Context: an optimization exercise on an open-source flow, tuned for small area. The choices shown serve that exercise and are no tape-out recipe. Function was checked by simulation only, so behaviour that the tests miss may differ from the original. Power and IR drop assume default switching activity.

==> design.v <==
module alu (
    input wire [31:0] input1,     
    input wire [31:0] input2,     
    input wire [4:0] alu_op,      
    input wire add_en,
    input wire addi_en,
    input wire sub_en,
    input wire xor_en,
    input wire xori_en,
    input wire or_en,
    input wire ori_en,
    input wire and_en,
    input wire andi_en,
    input wire sll_en,
    input wire slli_en,
    input wire srl_en,
    input wire srli_en,
    input wire sra_en,
    input wire srai_en,
    input wire slt_en,
    input wire slti_en,
    input wire sltu_en,
    input wire sltiu_en,
    output reg [31:0] alu_result  
);
    wire [31:0]  add_result, sub_result, xor_result, or_result, and_result;
    wire [31:0] sll_result, srl_result, sra_result, slt_result, sltu_result;
    wire [31:0] addi_result, xori_result, ori_result, andi_result;
    wire [31:0] slli_result, srli_result, srai_result, slti_result, sltiu_result;
    alu_addi addi_op (
        .rs1(input1),
        .imm(input2),
        .addi_result(addi_result)
    );
    alu_xori xori_op (
        .rs1(input1),
        .imm(input2),
        .xori_result(xori_result)
    );
    alu_ori ori_op (
        .rs1(input1),
        .imm(input2),
        .ori_result(ori_result)
    );
    alu_andi andi_op (
        .rs1(input1),
        .imm(input2),
        .andi_result(andi_result)
    );
    alu_slli slli_op (
        .rs1(input1),
        .imm(input2),
        .slli_result(slli_result)
    );
    alu_srli srli_op (
        .rs1(input1),
        .imm(input2),
        .srli_result(srli_result)
    );
    alu_srai srai_op (
        .rs1(input1),
        .imm(input2),
        .srai_result(srai_result)
    );
    alu_slti slti_op (
        .rs1(input1),
        .imm(input2),
        .slti_result(slti_result)
    );
    alu_sltiu sltiu_op (
        .rs1(input1),
        .imm(input2),
        .sltiu_result(sltiu_result)
    );
    alu_add add_op (
        .op1(input1),
        .op2(input2),
        .add_result(add_result)
    );
    alu_sub sub_op (
        .op1(input1),
        .op2(input2),
        .sub_result(sub_result)
    );
    alu_xor xor_op (
        .op1(input1),
        .op2(input2),
        .xor_result(xor_result)
    );
    alu_or or_op (
        .op1(input1),
        .op2(input2),
        .or_result(or_result)
    );
    alu_and and_op (
        .op1(input1),
        .op2(input2),
        .and_result(and_result)
    );
    alu_sll sll_op (
        .op1(input1),
        .op2(input2),
        .sll_result(sll_result)
    );
    alu_srl srl_op (
        .op1(input1),
        .op2(input2),
        .srl_result(srl_result)
    );
    alu_sra sra_op (
        .op1(input1),
        .op2(input2),
        .sra_result(sra_result)
    );
    alu_slt slt_op (
        .op1(input1),
        .op2(input2),
        .slt_result(slt_result)
    );
    alu_sltu sltu_op (
        .op1(input1),
        .op2(input2),
        .sltu_result(sltu_result)
    );
    always @(*) begin
        alu_result = 32'b0;
        case(alu_op)
            5'b00000: if (add_en)   alu_result = add_result;    
            5'b00001: if (addi_en)  alu_result = addi_result;   
            5'b00010: if (sub_en)   alu_result = sub_result;    
            5'b00011: if (xor_en)   alu_result = xor_result;    
            5'b00100: if (xori_en)  alu_result = xori_result;   
            5'b00101: if (or_en)    alu_result = or_result;     
            5'b00110: if (ori_en)   alu_result = ori_result;    
            5'b00111: if (and_en)   alu_result = and_result;    
            5'b01000: if (andi_en)  alu_result = andi_result;   
            5'b01001: if (sll_en)   alu_result = sll_result;    
            5'b01010: if (slli_en)  alu_result = slli_result;   
            5'b01011: if (srl_en)   alu_result = srl_result;    
            5'b01100: if (srli_en)  alu_result = srli_result;   
            5'b01101: if (sra_en)   alu_result = sra_result;    
            5'b01110: if (srai_en)  alu_result = srai_result;   
            5'b01111: if (slt_en)   alu_result = slt_result;    
            5'b10000: if (slti_en)  alu_result = slti_result;   
            5'b10001: if (sltu_en)  alu_result = sltu_result;   
            5'b10010: if (sltiu_en) alu_result = sltiu_result;  
            default: alu_result = 32'b0;   
        endcase
    end
endmodule
module alu_add #(parameter PRECISION = 32)
(
    input  wire [PRECISION-1:0] op1,
    input  wire [PRECISION-1:0] op2,
    output wire [PRECISION-1:0] add_result
);
    localparam num_steps = $clog2(PRECISION);
    wire [PRECISION-1:0] generates  [num_steps:0];
    wire [PRECISION-1:0] propagates [num_steps:0];
    genvar k, idx;
    generate
        for (idx = 0; idx < PRECISION; idx = idx + 1) begin : init_step
            assign generates[0][idx]  = op1[idx] & op2[idx];
            assign propagates[0][idx] = op1[idx] ^ op2[idx];
        end
        for (k = 1; k <= num_steps; k = k + 1) begin : steps
            for (idx = 0; idx < PRECISION; idx = idx + 1) begin : stage
                if (idx < (1 << (k-1))) begin
                    assign generates[k][idx] = generates[k-1][idx];
                    assign propagates[k][idx] = propagates[k-1][idx];
                end else begin
                    assign generates[k][idx] = generates[k-1][idx] | 
                                             (propagates[k-1][idx] & generates[k-1][idx-(1<<(k-1))]);
                    assign propagates[k][idx] = propagates[k-1][idx] & 
                                              propagates[k-1][idx-(1<<(k-1))];
                end
            end
        end
        assign add_result[0] = propagates[0][0];
        for (idx = 1; idx < PRECISION; idx = idx + 1) begin : sum
            assign add_result[idx] = propagates[0][idx] ^ generates[num_steps][idx-1];
        end
    endgenerate
endmodule
module alu_addi #(parameter PRECISION = 32)
(
    input  wire [PRECISION-1:0] rs1,
    input  wire [PRECISION-1:0] imm,
    output wire [PRECISION-1:0] addi_result
);
    localparam num_steps = $clog2(PRECISION);
    wire [PRECISION-1:0] generates  [num_steps:0];
    wire [PRECISION-1:0] propagates [num_steps:0];
    genvar k, idx;
    generate
        for (idx = 0; idx < PRECISION; idx = idx + 1) begin : init_step
            assign generates[0][idx]  = rs1[idx] & imm[idx];
            assign propagates[0][idx] = rs1[idx] ^ imm[idx];
        end
        for (k = 1; k <= num_steps; k = k + 1) begin : steps
            for (idx = 0; idx < PRECISION; idx = idx + 1) begin : stage
                if (idx < (1 << (k-1))) begin
                    assign generates[k][idx] = generates[k-1][idx];
                    assign propagates[k][idx] = propagates[k-1][idx];
                end else begin
                    assign generates[k][idx] = generates[k-1][idx] | 
                                             (propagates[k-1][idx] & generates[k-1][idx-(1<<(k-1))]);
                    assign propagates[k][idx] = propagates[k-1][idx] & 
                                              propagates[k-1][idx-(1<<(k-1))];
                end
            end
        end
        assign addi_result[0] = propagates[0][0];
        for (idx = 1; idx < PRECISION; idx = idx + 1) begin : sum
            assign addi_result[idx] = propagates[0][idx] ^ generates[num_steps][idx-1];
        end
    endgenerate
endmodule
module alu_and (
    input wire [31:0] op1,
    input wire [31:0] op2,
    output wire [31:0] and_result
);
    assign and_result = op1 & op2;   
endmodule
module alu_andi (
    input wire [31:0] rs1,
    input wire [31:0] imm,
    output wire [31:0] andi_result
);
    assign andi_result = rs1 & imm;   
endmodule
module alu_or (
    input wire [31:0] op1,
    input wire [31:0] op2,
    output wire [31:0] or_result
);
    assign or_result = op1 | op2;   
endmodule
module alu_ori (
    input wire [31:0] rs1,
    input wire [31:0] imm,
    output wire [31:0] ori_result
);
    assign ori_result = rs1 | imm;   
endmodule
module alu_sll (
    input wire [31:0] op1,
    input wire [31:0] op2,
    output wire [31:0] sll_result
);
    assign sll_result = op1 << op2[4:0];   
endmodule
module alu_slli (
    input wire [31:0] rs1,
    input wire [31:0] imm,
    output wire [31:0] slli_result
);
    assign slli_result = rs1 << imm[4:0];   
endmodule
module alu_slt (
    input wire [31:0] op1,
    input wire [31:0] op2,
    output wire [31:0] slt_result
);
    assign slt_result = ($signed(op1) < $signed(op2)) ? 32'b1 : 32'b0;   
endmodule
module alu_slti (
    input wire [31:0] rs1,
    input wire [31:0] imm,
    output wire [31:0] slti_result
);
    assign slti_result = ($signed(rs1) < $signed(imm)) ? 32'b1 : 32'b0;   
endmodule
module alu_sltiu (
    input wire [31:0] rs1,
    input wire [31:0] imm,
    output wire [31:0] sltiu_result
);
    assign sltiu_result = (rs1 < imm) ? 32'b1 : 32'b0;   
endmodule
module alu_sltu (
    input wire [31:0] op1,
    input wire [31:0] op2,
    output wire [31:0] sltu_result
);
    assign sltu_result = (op1 < op2) ? 32'b1 : 32'b0;   
endmodule
module alu_sra (
    input wire [31:0] op1,
    input wire [31:0] op2,
    output wire [31:0] sra_result
);
    assign sra_result = $signed(op1) >>> op2[4:0];   
endmodule
module alu_srai (
    input wire [31:0] rs1,
    input wire [31:0] imm,
    output wire [31:0] srai_result
);
    assign srai_result = $signed(rs1) >>> imm[4:0];   
endmodule
module alu_srl (
    input wire [31:0] op1,
    input wire [31:0] op2,
    output wire [31:0] srl_result
);
    assign srl_result = op1 >> op2[4:0];   
endmodule
module alu_srli (
    input wire [31:0] rs1,
    input wire [31:0] imm,
    output wire [31:0] srli_result
);
    assign srli_result = rs1 >> imm[4:0];   
endmodule
module alu_sub #(parameter PRECISION = 32)
(
    input  wire [PRECISION-1:0] op1,
    input  wire [PRECISION-1:0] op2,
    output wire [PRECISION-1:0] sub_result
);
    localparam num_steps = $clog2(PRECISION);
    wire [PRECISION-1:0] generates  [num_steps:0];
    wire [PRECISION-1:0] propagates [num_steps:0];
    wire [PRECISION-1:0] op2_complement = ~op2 + 1;
    genvar k, idx;
    generate
        for (idx = 0; idx < PRECISION; idx = idx + 1) begin : init_step
            assign generates[0][idx]  = op1[idx] & op2_complement[idx];
            assign propagates[0][idx] = op1[idx] ^ op2_complement[idx];
        end
        for (k = 1; k <= num_steps; k = k + 1) begin : steps
            for (idx = 0; idx < PRECISION; idx = idx + 1) begin : stage
                if (idx < (1 << (k-1))) begin
                    assign generates[k][idx] = generates[k-1][idx];
                    assign propagates[k][idx] = propagates[k-1][idx];
                end else begin
                    assign generates[k][idx] = generates[k-1][idx] | 
                                             (propagates[k-1][idx] & generates[k-1][idx-(1<<(k-1))]);
                    assign propagates[k][idx] = propagates[k-1][idx] & 
                                              propagates[k-1][idx-(1<<(k-1))];
                end
            end
        end
        assign sub_result[0] = propagates[0][0];
        for (idx = 1; idx < PRECISION; idx = idx + 1) begin : subtract
            assign sub_result[idx] = propagates[0][idx] ^ generates[num_steps][idx-1];
        end
    endgenerate
endmodule
module alu_xor (
    input wire [31:0] op1,
    input wire [31:0] op2,
    output wire [31:0] xor_result
);
    assign xor_result = op1 ^ op2;   
endmodule
module alu_xori (
    input wire [31:0] rs1,
    input wire [31:0] imm,
    output wire [31:0] xori_result
);
    assign xori_result = rs1 ^ imm;   
endmodule
module gpr(
    input [4:0] rs1,
    input [4:0] rs2,
    input [4:0] rd,
    input [31:0] write_data,
    output reg [31:0] read_data1,
    output reg [31:0] read_data2,
    input reg_write,
    input reg_read,
    input clock,
    input reset
);
    reg [31:0] reg_memory [31:0];
    integer i;
    always @(posedge clock or posedge reset) begin
        if (reset) begin
            for (i = 0; i < 32; i = i + 1) begin
                reg_memory[i] <= i;  
            end
        end
        else if (reg_write && rd != 5'b0) begin
            reg_memory[rd] <= write_data;
        end
    end
    always @(*) begin
        if (reg_read) begin
            read_data1 = reg_memory[rs1];
            read_data2 = reg_memory[rs2];
        end else begin
            read_data1 = 32'h0;
            read_data2 = 32'h0;
        end
    end
endmodule
module decoder(
    input wire [31:0] instruction,   
    output reg [4:0] alu_op,         
    output reg reg_write,            
    output reg reg_read,             
    output reg [4:0] rs1,            
    output reg [4:0] rs2,            
    output reg [4:0] rd,             
    output reg [31:0] imm,           
    output reg alu_src,              
    output reg add_en,
    output reg addi_en,
    output reg sub_en,
    output reg xor_en,
    output reg xori_en,
    output reg or_en,
    output reg ori_en,
    output reg and_en,
    output reg andi_en,
    output reg sll_en,
    output reg slli_en,
    output reg srl_en,
    output reg srli_en,
    output reg sra_en,
    output reg srai_en,
    output reg sltu_en,
    output reg slt_en,
    output reg slti_en,
    output reg sltiu_en
);
    wire [6:0] opcode = instruction[6:0];
    wire [2:0] funct3 = instruction[14:12];
    wire [6:0] funct7 = instruction[31:25];
    localparam R_TYPE = 7'b0110011;
    localparam I_TYPE = 7'b0010011;
    always @(*) begin
        rs1 = instruction[19:15];
        rs2 = instruction[24:20];
        rd = instruction[11:7];
        imm = 32'b0;
        reg_write = 1'b0;
        reg_read = 1'b0;   
        alu_src = 1'b0;
        alu_op = 5'b00000;
        add_en = 1'b0;
        addi_en = 1'b0;
        sub_en = 1'b0;
        xor_en = 1'b0;
        xori_en = 1'b0;
        or_en = 1'b0;
        ori_en = 1'b0;
        and_en = 1'b0;
        andi_en = 1'b0;
        sll_en = 1'b0;
        slli_en = 1'b0;
        srl_en = 1'b0;
        srli_en = 1'b0;
        sra_en = 1'b0;
        srai_en = 1'b0;
        slt_en = 1'b0;
        slti_en = 1'b0;
        sltu_en = 1'b0;
        sltiu_en = 1'b0;
        case (opcode)
            R_TYPE: begin
                reg_write = 1'b1;
                reg_read = 1'b1;   
                alu_src = 1'b0;
                if (funct7 == 7'b0000000 && funct3 == 3'b000) begin
                    add_en = 1'b1;
                    alu_op = 5'b00000;   
                end
                else if (funct7 == 7'b0100000 && funct3 == 3'b000) begin
                    sub_en = 1'b1;
                    alu_op = 5'b00010;   
                end
                else if (funct7 == 7'b0000000 && funct3 == 3'b100) begin
                    xor_en = 1'b1;
                    alu_op = 5'b00011;   
                end
                else if (funct7 == 7'b0000000 && funct3 == 3'b110) begin
                    or_en = 1'b1;
                    alu_op = 5'b00101;   
                end
                else if (funct7 == 7'b0000000 && funct3 == 3'b111) begin
                    and_en = 1'b1;
                    alu_op = 5'b00111;   
                end
                else if (funct7 == 7'b0000000 && funct3 == 3'b001) begin
                    sll_en = 1'b1;
                    alu_op = 5'b01001;   
                end
                else if (funct7 == 7'b0000000 && funct3 == 3'b101) begin
                    srl_en = 1'b1;
                    alu_op = 5'b01011;   
                end
                else if (funct7 == 7'b0100000 && funct3 == 3'b101) begin
                    sra_en = 1'b1;
                    alu_op = 5'b01101;   
                end
                else if (funct7 == 7'b0000000 && funct3 == 3'b011) begin
                    sltu_en = 1'b1;
                    alu_op = 5'b10001;   
                end
                else if (funct7 == 7'b0000000 && funct3 == 3'b010) begin
                    slt_en = 1'b1;
                    alu_op = 5'b01111;   
                end
                else begin
                    reg_write = 1'b0;
                    alu_op = 5'b00000;
                end
            end
            I_TYPE: begin
                reg_write = 1'b1;
                reg_read = 1'b1;   
                alu_src = 1'b1;
                rs2 = 5'b0;   
                case (funct3)
                    3'b000: begin   
                        addi_en = 1'b1;
                        alu_op = 5'b00001;   
                        imm = {{20{instruction[31]}}, instruction[31:20]};
                    end
                    3'b010: begin   
                        slti_en = 1'b1;
                        alu_op = 5'b10000;   
                        imm = {{20{instruction[31]}}, instruction[31:20]};
                    end
                    3'b011: begin   
                        sltiu_en = 1'b1;
                        alu_op = 5'b10010;   
                        imm = {{20{instruction[31]}}, instruction[31:20]};
                    end
                    3'b100: begin   
                        xori_en = 1'b1;
                        alu_op = 5'b00100;   
                        imm = {{20{instruction[31]}}, instruction[31:20]};
                    end
                    3'b110: begin   
                        ori_en = 1'b1;
                        alu_op = 5'b00110;   
                        imm = {{20{instruction[31]}}, instruction[31:20]};
                    end
                    3'b111: begin   
                        andi_en = 1'b1;
                        alu_op = 5'b01000;   
                        imm = {{20{instruction[31]}}, instruction[31:20]};
                    end
                    3'b001: begin   
                        slli_en = 1'b1;
                        alu_op = 5'b01010;   
                        imm = {27'b0, instruction[24:20]};   
                    end
                    3'b101: begin   
                        imm = {27'b0, instruction[24:20]};   
                        if (funct7[5]) begin
                            srai_en = 1'b1;
                            alu_op = 5'b01110;   
                        end else begin
                            srli_en = 1'b1;
                            alu_op = 5'b01100;   
                        end
                    end
                    default: begin
                        alu_op = 5'b00000;
                        reg_write = 1'b0;
                        reg_read = 1'b0;   
                    end
                endcase
            end
            default: begin
                alu_op = 5'b00000;
                reg_write = 1'b0;
                reg_read = 1'b0;
                alu_src = 1'b0;
                rs1 = 5'b0;
                rs2 = 5'b0;
                rd = 5'b0;
                imm = 32'b0;
            end
        endcase
    end
endmodule
module riscv_top (
    input wire clk,
    input wire reset,
    input wire [31:0] instruction,
    output wire [31:0] alu_result,
    output wire reg_write,
    output wire reg_read
);
    wire [4:0] alu_op;
    wire [4:0] rs1;
    wire [4:0] rs2;
    wire [4:0] rd;
    wire [31:0] imm;
    wire alu_src;
    wire add_en, addi_en, sub_en, xor_en, xori_en;
    wire or_en, ori_en, and_en, andi_en;
    wire sll_en, slli_en, srl_en, srli_en;
    wire sra_en, srai_en, sltu_en;
    wire slt_en, slti_en, sltiu_en;
    wire [31:0] read_data1;
    wire [31:0] read_data2;
    wire [31:0] alu_input2;
    decoder u_decoder (
        .instruction(instruction),
        .alu_op(alu_op),
        .reg_write(reg_write),
        .reg_read(reg_read),
        .rs1(rs1),
        .rs2(rs2),
        .rd(rd),
        .imm(imm),
        .alu_src(alu_src),
        .add_en(add_en),
        .addi_en(addi_en),
        .sub_en(sub_en),
        .xor_en(xor_en),
        .xori_en(xori_en),
        .or_en(or_en),
        .ori_en(ori_en),
        .and_en(and_en),
        .andi_en(andi_en),
        .sll_en(sll_en),
        .slli_en(slli_en),
        .srl_en(srl_en),
        .srli_en(srli_en),
        .sra_en(sra_en),
        .srai_en(srai_en),
        .sltu_en(sltu_en),
        .slt_en(slt_en),
        .slti_en(slti_en),
        .sltiu_en(sltiu_en)
    );
    gpr u_gpr (
        .clock(clk),
        .reset(reset),
        .reg_write(reg_write),
        .reg_read(reg_read),
        .rs1(rs1),
        .rs2(rs2),
        .rd(rd),
        .write_data(alu_result),
        .read_data1(read_data1),
        .read_data2(read_data2)
    );
    assign alu_input2 = alu_src ? imm : read_data2;
    alu u_alu (
        .input1(read_data1),
        .input2(alu_input2),
        .alu_op(alu_op),
        .add_en(add_en),
        .addi_en(addi_en),
        .sub_en(sub_en),
        .xor_en(xor_en),
        .xori_en(xori_en),
        .or_en(or_en),
        .ori_en(ori_en),
        .and_en(and_en),
        .andi_en(andi_en),
        .sll_en(sll_en),
        .slli_en(slli_en),
        .srl_en(srl_en),
        .srli_en(srli_en),
        .sra_en(sra_en),
        .srai_en(srai_en),
        .slt_en(slt_en),
        .slti_en(slti_en),
        .sltu_en(sltu_en),
        .sltiu_en(sltiu_en),
        .alu_result(alu_result)
    );
endmodule
==> run.sh <==
#!/bin/bash
# synth_recipe.tcl (not shown) runs the flow's synth.tcl, then flattens the netlist and writes it again
# the make line also repeats each setting of config.mk as NAME=value (left out here)
make -C /OpenROAD-flow-scripts/flow DESIGN_CONFIG=/design/flow/config.mk WORK_HOME=/design/flow/orfs CLKGATE_MAP_FILE= SYNTH_SCRIPT=/design/flow/synth_recipe.tcl finish
==> config.mk <==
export PLATFORM = sky130hd
export DESIGN_NAME = riscv_top
export DESIGN_NICKNAME = riscv_top
export VERILOG_FILES = /design/flow/design.v
export SDC_FILE = /design/flow/constraint.sdc
export NUM_CORES = 4
export LEC_CHECK = 0
export CAP_MARGIN = 20
export CORE_MARGIN = 2
export CORE_UTILIZATION = 30
export SETUP_SLACK_MARGIN = 0.5
export SLEW_MARGIN = 20
==> constraint.sdc <==
create_clock -name core_clock -period 18.0 [get_ports {clk}]
set_input_delay 3.6000 -clock core_clock [delete_from_list [all_inputs] [get_ports {clk}]]
set_output_delay 3.6000 -clock core_clock [all_outputs]
set_load 0.01 [all_outputs]
==> impl_summary.txt <==
----------------------------------------------------
[Layout]
  Commonest non-fill, non-tap cell in the layout ... sky130_fd_sc_hd__dfrtp_1
  Final net count ... 7793
  Post-Route Utilization ... 35.15%
  Register with the highest flop count ... u_gpr.reg_memory
  Synthesis-to-layout area growth ... 16.60%
  Sequential standard cell area ... 0.02572 sq mm
  Max reg flops ... 1024
  Area of combinational cells with multiple inputs ... 0.03717 sq mm
  Commonest non-fill, non-tap cells in the layout ... 944 x sky130_fd_sc_hd__dfrtp_1, 821 x sky130_fd_sc_hd__nor2_1, 800 x sky130_fd_sc_hd__a21oi_1
  Number of fillers in the final layout ... 22590
  Proportion of layout cells with a drive suffix above 1 ... 16.27%
  Regs by FF count ... u_gpr.reg_memory (1024)

[Die]
  Top Ports ... 68
  Row count ... 171
  Die span in x ... 470.9 um
  Starting Density ... 30.14%
  Total die area ... 0.2217 sq mm
  Floorplan core area ... 0.2170 sq mm
  Height of the die ... 470.9 um

[Outcome]
  Result of the run ... finished clean

[Worst setup path]
  CP max-delay cell ... sky130_fd_sc_hd__nand3_2
  Worst Path Class, Setup ... input port to output port
  Max Fanout on Critical Path ... 16
  Startpoint class of the critical path ... input port
  Critical path startpoint ... instruction[4]
  Dominant delay contributor by cell family on the critical path ... simple AND/OR/NAND/NOR gates
  Worst reg2reg path startpoint ... u_gpr.reg_memory[16][1]
  Biggest cell delay along the critical path ... 1020 ps
  Crit path buffers/inverters ... 10
  Required time of the critical path ... 14400 ps
  Critical path endpoint category ... output port
  Arrival time at the worst endpoint ... 14030 ps
  Most frequent cell on the critical path ... sky130_fd_sc_hd__buf_4

[Clock network]
  CTS sink cnt ... 1024
  Max clock buf depth ... 3
  Clock input transition at the sequential cells of the worst setup and hold paths ... 60 ps
  Number of setup buffers added after CTS ... 0
  Number of levels the H-tree was split into ... 3
  Number of gates resized after cts ... 0
  Total clock buffers created by CTS ... 116
  Insertion delay to the later sink of the worst-skew pair ... 830 ps
  Root buffer cell ... sky130_fd_sc_hd__clkbuf_16
  CTS tree ... yes
  Hold Buf Count CTS ... 0

[Timing]
  Final critical-path setup slack ... 373.7 ps
  Setup repair after global routing missed its margin ... no
  Fraction of the cycle the final worst path needs ... 97.92%
  Number of hold violations in the final report ... 0
  Worst Skew ... 71.90 ps
  Finish-stage setup viols ... 0
  Final count of pins violating max slew ... 0
  Final critical-path required period ... 17630 ps
  Setup TNS ... 0 ps
  Max-slew headroom at the worst pin ... 11.82%
  Worst hold slack after final layout ... 404.6 ps
  Achievable Freq ... 56.73 MHz
  Worst Max-Slew Pin Slew ... 1323 ps

[GRT]
  Maximum number of pins on one net before global-route repair ... 154
  Global-route wire length before repair ... 739.8 mm
  Number of antenna violations at the first check in global routing ... 96
  Number of global-route vias before repair ... 69680
  Total Routing Usage GR ... 50.79%
  Residual overflow from global routing ... 0

[Yosys]
  Xor-xnor portion of the synthesized cell area ... 0.9184%
  Dominant combinational cell family by area after synthesis ... compound AO/OA/AOI/OAI gates
  Fraction of the yosys area taken by sequential cells ... 39.34%
  Dominant synthesized flop cell ... sky130_fd_sc_hd__dfrtp_1
  Cell count after synthesis ... 7650
  Synth warnings ... 7
  Post-synthesis mux area share ... 7.964%
  Area share of and/or/nand/nor cells after synthesis ... 17.81%
  Netlist cell types ... 115
  Area fraction in compound gates after synthesis ... 25.91%
  Synthesized area per cell ... 8.548 sq um
  Number of enable flip-flop cells after synthesis ... 0
  Seq cells post-synth ... 1024
  Syn nets ... 7809
  Fraction of registers with async set/reset ... 100.0%
  Adder-cell share of the synthesized area ... 2.403%
  Combined area of all synthesized cells ... 0.06539 sq mm

[Power]
  Leakage power summed over all cells ... 31.34 nW
  IR Drop Worst-Case VDD ... 0.00007697 V
  Power Total ... 0.005543 W
  Power density over the cells ... 72.70 mW/mm^2

[Drt]
  Per-cell routed wire length ... 54.34 um
  Number of DRC violations after detailed-routing iteration 0 ... 14200
  Remaining antenna violation count after routing ... 0
  Total via count after detailed routing ... 78110
  Post-detailed-route DRC marker count ... 0
  Sum of routed wire length over all layers ... 581.9 mm
  Via count normalized by instance count ... 7.295
  Number of search-and-repair iterations in the first detailed-routing pass ... 10

[Hold path]
  Beginning of the worst hold path ... u_gpr.reg_memory[0][25]
  Class of the most critical hold timing path ... flop to flop

[Place]
  Pre-CTS setup slack ... 1019 ps
  Number of input and output port buffers inserted ... 67
  Detail Placement HPWL ... 414.0 mm
  Last weighted congestion value of the routability-driven placer ... 1.145

[Job]
  Maximum Capacitance Violations ... 0

----------------------------------------------------
path summary, 6_finish.rpt:
| path | endpoint | slack (ps) | cells past startpoint |
|---|---|---|---|
| setup / recovery | alu_result[30] | 370 | 31 |
| hold / removal | u_gpr.reg_memory[0][25] | 400 | 0 |
| setup reg to reg | u_gpr.reg_memory[24][30] | 9540 | 26 |
| hold reg to reg | u_gpr.reg_memory[0][25] | 400 | 0 |
| max in group asynchronous | u_gpr.reg_memory[17][1] | 11340 | 5 |
| min in group asynchronous | u_gpr.reg_memory[14][12] | 3380 | 2 |
area by class of cell:
type	count	area share, %
repair buffers	593	6.416
multi-input cells	5757	48.75
flip-flops and latches	1024	33.74
inverters	142	0.7089
well taps	2854	4.683
clock inverters	53	0.9797
clock buffers	158	4.308
diodes	127	0.4168
cell usage after synthesis (all sizes together), types with 95 or more instances:
| cell type | number | area, sq um |
|---|---|---|
| dfrtp | 944 | 23620 |
| nor2 | 874 | 3288 |
| a21oi | 806 | 4045 |
| nand2 | 692 | 2600 |
| o21ai | 557 | 2791 |
| clkbuf | 504 | 1893 |
| mux2i | 323 | 3233 |
| a22oi | 293 | 2200 |
| buf | 223 | 1269 |
| nor3 | 177 | 912.1 |
| mux2 | 165 | 1862 |
| nand3 | 150 | 763.2 |
| inv | 138 | 518.0 |
| ha | 124 | 1551 |
| o22ai | 95 | 594.3 |
per-stage QoR:
stage          area, sq um  cells
3_5_place_dp         71790  10360
2_1_floorplan        65400   7650
6_report             76250  10710
5_1_grt              75970  10600
4_1_cts              75820  10580
3_3_place_gp         71690  10360
kinds of logic (layout without fill, tap and decap cells):
family                   after synthesis  after routing
buffers and inverters                869            946
adder cells (fa/ha/maj)              125            125
flip-flops                          1024           1024
AND/OR/NAND/NOR                     2461           2461
AO/OA/AOI/OAI                       2611           2611
multiplexers                         493            493
other                                  0            127
XOR/XNOR                              67             67
per-layer routing:
metal	track usage (%)	routed length, um
met1	57.50	206300
met2	68.45	226500
met3	26.26	81870
met4	46.17	66260
met5	2.033	960
where the power goes:
| part | switching [W] | leakage (nW) | internal, W | total, W |
|---|---|---|---|---|
| clock | 0.00114 | 1.95 | 0.00148 | 0.00262 |
| combinational | 0.000475 | 15.4 | 0.000101 | 0.000576 |
| sequential | 0.0000299 | 14.0 | 0.00232 | 0.00235 |
| total | 0.00164 | 31.3 | 0.00390 | 0.00554 |

[port drivers added, routing unchanged]
Ports are ideal in the flow. The routed layout listed here was re-timed in OpenROAD. Step 1 (the two cells are an assumption about what drives the block):
set clk [get_ports {clk}]
set_driving_cell -lib_cell sky130_fd_sc_hd__clkbuf_16 $clk
set_driving_cell -lib_cell sky130_fd_sc_hd__buf_2 [delete_from_list [all_inputs] $clk]
Step 2 also shifts input and output timing later by t, the mid clock arrival at the registers, as if the neighbouring blocks saw the same clock. a / b / c = ideal / step 1 / step 2; a / b = the first two.
t (ns): 0.891
slack for setup (ns): 0.374 / 0.349 / 0.349
worst hold slack (ns): 0.405 / 0.405 / 0.405
pins driven straight from the clock port: 1
After both steps this run still meets setup and hold. The setup slack of this run moves by -0.025 ns with the drivers and by -0.025 ns with both steps.
